This is an optimization exercise on Yosys and OpenROAD, whose aim is small area, a short achievable clock period and few clock cycles, not a production implementation.
RTL that was checked went through simulation tests only; none was proved equivalent to the original.
Power is estimated from default activity; no workload was simulated.

==> flow/design.v (excerpt) <==
module kcpsmx(
    output logic [PORT_DEPTH-1:0]   port_id,         
    output logic                    write_strobe,    
    output logic [PORT_WIDTH-1:0]   out_port,        
    output logic                    read_strobe,     
    input        [PORT_WIDTH-1:0]   in_port,         
    input                           interrupt,       
    output logic                    interrupt_ack,   
    input                           reset,           
    input                           clk,             
    output logic [CODE_DEPTH-1:0]   address,         
    input        [CODE_WIDTH-1:0]   instruction      
);
make LEC_CHECK=0 ABC_CLOCK_PERIOD_IN_PS=2000 CAP_MARGIN=20 CORE_MARGIN=2 CORE_UTILIZATION=40 SETUP_SLACK_MARGIN=4.0 SLEW_MARGIN=20 finish   # period 6.0 ns
run.sh (not shown) runs the stock make flow with config.mk's settings and CLKGATE_MAP_FILE= SYNTH_SCRIPT=/design/flow/synth_recipe.tcl, a recipe that flattens the netlist after the stock synthesis.
The first run went through all stages and came out clean.
Edit:
ABC_CLOCK_PERIOD_IN_PS = 2500   (was 2000)
SETUP_SLACK_MARGIN = 3.5   (was 4.0)
=>
- worst hold slack got worse by 12 ps
- die area does not change
- final area falls by 5.5%
- total power falls by 2.6%
- non-clock buffer count falls by 148
- worst setup slack improved by 54 ps
- maximum frequency rises by 1.6%
- routed wire length falls by 10%
- final cell count falls by 3.1%
No functional check of the RTL was part of any run of this note.

---

Another version of the RTL of kcpsmx (not shown whole).
For scale: about 1,100 flip-flops, ~58 I/O pins, ~45,000 µm² of cells after synthesis.
clock: 6.0 ns
lec_check: 0
abc_clock_period_in_ps: 2200
cap_margin: 20
core_margin: 2
core_utilization: 60
cts_buf_list: sky130_fd_sc_hd__clkbuf_8
setup_slack_margin: 3.5
slew_margin: 20
tns_end_percent: 30
standard.sh (not shown) runs the stock make flow with config.mk's settings and CLKGATE_MAP_FILE= SYNTH_SCRIPT=/design/flow/synth_recipe.tcl, a recipe that flattens the netlist after the stock synthesis.
==> flow/flow/run.sh <==
#!/bin/bash
cp standard.sh out/standard.sh.copy 2>/dev/null
cp synth_recipe.tcl out/synth_recipe.tcl.copy 2>/dev/null
bash standard.sh > standard.log 2>&1
Testbench counts at the start, summed over its fixed seeds: cycles 296,784.
Change:
==> flow/run.sh (new file) <==
#!/bin/bash
# synth_recipe.tcl (not shown) runs the flow's synth.tcl, then flattens the netlist and writes it again
# the make line also repeats each setting of config.mk as NAME=value (left out here)
make -C /OpenROAD-flow-scripts/flow DESIGN_CONFIG=/design/flow/config.mk WORK_HOME=/design/flow/orfs CLKGATE_MAP_FILE= SYNTH_SCRIPT=/design/flow/synth_recipe.tcl finish
--- a/flow/config.mk
+++ b/flow/config.mk
@@ -10,3 +10,3 @@
 export CORE_MARGIN = 2
-export CORE_UTILIZATION = 60
+export CORE_UTILIZATION = 75
 export CTS_BUF_LIST = sky130_fd_sc_hd__clkbuf_8
removed: flow/flow/run.sh
removed: flow/standard.sh
Worst setup slack hardly moves.
Final area fell by about 1.2%.
Clock-buffer cell count drops by 6.
Total power drops by 1.8%.
Sequential share of layout area climbs by 0.77 points.
Sequential power barely changes.
Utilization grows by 17 points.
Change:
--- a/flow/config.mk
+++ b/flow/config.mk
@@ -10,3 +10,3 @@
 export CORE_MARGIN = 2
-export CORE_UTILIZATION = 75
+export CORE_UTILIZATION = 60
 export CTS_BUF_LIST = sky130_fd_sc_hd__clkbuf_8
Result: Core utilization went down by 17 points; via count went down by about 5%; die area went up by 25%.
Change:
--- a/flow/config.mk
+++ b/flow/config.mk
@@ -11,3 +11,2 @@
 export CORE_UTILIZATION = 60
-export CTS_BUF_LIST = sky130_fd_sc_hd__clkbuf_8
 export SETUP_SLACK_MARGIN = 3.5
Result: Core utilization rises by 0.34 points. Power rises by 5.3%. Critical path depth rises by 2. Global-route usage falls by 0.42 points. Wire length falls by 0.96%. Synthesized cell count does not change. Area after synthesis is unchanged. Setup slack degrades by 100 ps. Clock-buffer cell count falls by 53.

---

kcpsmx, a different RTL version from the one above (not shown whole).
Size in the first run: about 3000 cells after synthesis, ~1200 flip-flops, roughly 58 I/O pins.
make LEC_CHECK=0 CAP_MARGIN=20 CORE_MARGIN=2 CORE_UTILIZATION=75 CTS_BUF_LIST=sky130_fd_sc_hd__clkbuf_8 SETUP_SLACK_MARGIN=3.7 SLEW_MARGIN=20 TNS_END_PERCENT=10 finish   # period 6.0 ns
run.sh (not shown) runs the stock make flow with config.mk's settings and CLKGATE_MAP_FILE= SYNTH_SCRIPT=/design/flow/synth_recipe.tcl, a recipe that flattens the netlist after the stock synthesis.
Stock flow here: none of the scripts above is used.
Testbench counts at the start, summed over its fixed seeds: cycles 296,972.
Next try:
- CTS_CLUSTER_DIAMETER: not set -> 50
- CTS_CLUSTER_SIZE: not set -> 14
- TNS_END_PERCENT: 10 -> 30
What happened:
- wire length goes down by 1.4%
- synthesized cell count does not change
- global-route usage fell by 0.66 points
- sequential share of layout area went up by 1.6 points
- power shrinks by 9.1%
- worst hold slack got worse by 0.0063 ns
- synthesized area is unchanged
- maximum frequency climbs by about 2%
Next try:
- CTS_CLUSTER_DIAMETER: 50 -> not set
- CTS_CLUSTER_SIZE: 14 -> not set
- PLACE_DENSITY_LB_ADDON: not set -> 0.15
=>
- The changed run finished with timing, DRC and antenna clean
- wire length grows by a few percent
- total power came out higher by a little under a tenth
- global-route usage goes up by 1.6 points
- design area goes up by a few percent
- clock-buffer cell count rose by 76
- core utilization goes up by 2.0 points
- sequential power barely changes
- critical path depth is unchanged
- first-iteration DRC count rises by roughly a tenth
- worst setup slack got worse by 0.085 ns
- synthesized area does not change
Next try:
- PLACE_DENSITY_LB_ADDON: 0.15 -> not set
=> The changed run produced a clean layout. Clock skew is lower by 0.0079 ns. Register-to-register slack improved by 0.02 ns. Worst setup slack improved by 0.038 ns.
Next try:
- CTS_CLUSTER_DIAMETER: not set -> 60
- CTS_CLUSTER_SIZE: not set -> 18
=> Cell area went down by 3.8%; routed wire length went down by 2.3%; via count went down by 1.9%; core utilization went down by 3.2 points; die area is unchanged.
Next try:
- CORE_UTILIZATION: 75 -> 70
- CTS_CLUSTER_DIAMETER: 60 -> not set
- CTS_CLUSTER_SIZE: 18 -> not set
- SETUP_SLACK_MARGIN: 3.7 -> 3.5
Outcome: The new run finished with timing, DRC and antenna clean; total power goes up by about a fifth; setup slack loses 0.056 ns; wire length goes up by a few percent; area after synthesis does not change; cell area goes up by a few percent; count of clock-buffer cells in the layout goes up by 108; non-clock buffer count goes down by 31; global-route usage goes down by 1.5 points; synthesized cell count does not change.

## afterwards: timing with drivers on the ports
Ports are ideal in the flow. The routed layouts listed here were re-timed in OpenROAD. Step 1 assumes that a clkbuf_16 drives the clock port and a buf_2 every other input. Step 2 also shifts input and output timing later by t, the mid clock arrival at the registers, as if the neighbouring blocks saw the same clock. Slacks: ideal / step 1 / step 2; pairs: ideal / step 1.
| run | shift t [ns] | setup WS [ns] | latest minus earliest clock arrival (ns) | worst slew at a driven data input, ns |
|---|---|---|---|---|
| the first run of note 1 | 0.780 | 2.482 / 2.482 / 2.482 | 0.071 / 0.071 | 0.05 |
| the second run of note 1 | 0.774 | 2.536 / 2.536 / 2.536 | 0.066 / 0.066 | 0.05 |
| the first run of note 2 | 0.869 | 3.350 / 3.350 / 2.923 | 0.064 / 0.064 | 0.04 |
| the second run of note 2 | 0.859 | 3.352 / 3.352 / 2.884 | 0.059 / 0.058 | 0.06 |
| the third run of note 2 | 0.869 | 3.350 / 3.350 / 2.923 | 0.064 / 0.064 | 0.04 |
| the fourth run of note 2 | 0.737 | 3.250 / 3.224 / 2.937 | 0.032 / 0.032 | 0.04 |
| the first run of note 3 | 0.876 | 3.507 / 3.443 / 2.952 | 0.040 / 0.040 | 0.04 |
| the second run of note 3 | 0.804 | 3.557 / 3.493 / 2.954 | 0.035 / 0.034 | 0.04 |
| the third run of note 3 | 0.885 | 3.472 / 3.414 / 2.952 | 0.045 / 0.045 | 0.07 |
| the fourth run of note 3 | 0.869 | 3.510 / 3.450 / 2.947 | 0.046 / 0.045 | 0.04 |
| the fifth run of note 3 | 0.765 | 3.509 / 3.509 / 3.013 | 0.042 / 0.042 | 0.04 |
| the sixth run of note 3 | 0.889 | 3.454 / 3.437 / 2.946 | 0.079 / 0.079 | 0.05 |
After both steps setup and hold are still met in every run listed. For the second run of note 3, which loses most, drivers alone change the setup slack by -0.064 ns; drivers and shift together by -0.603 ns.
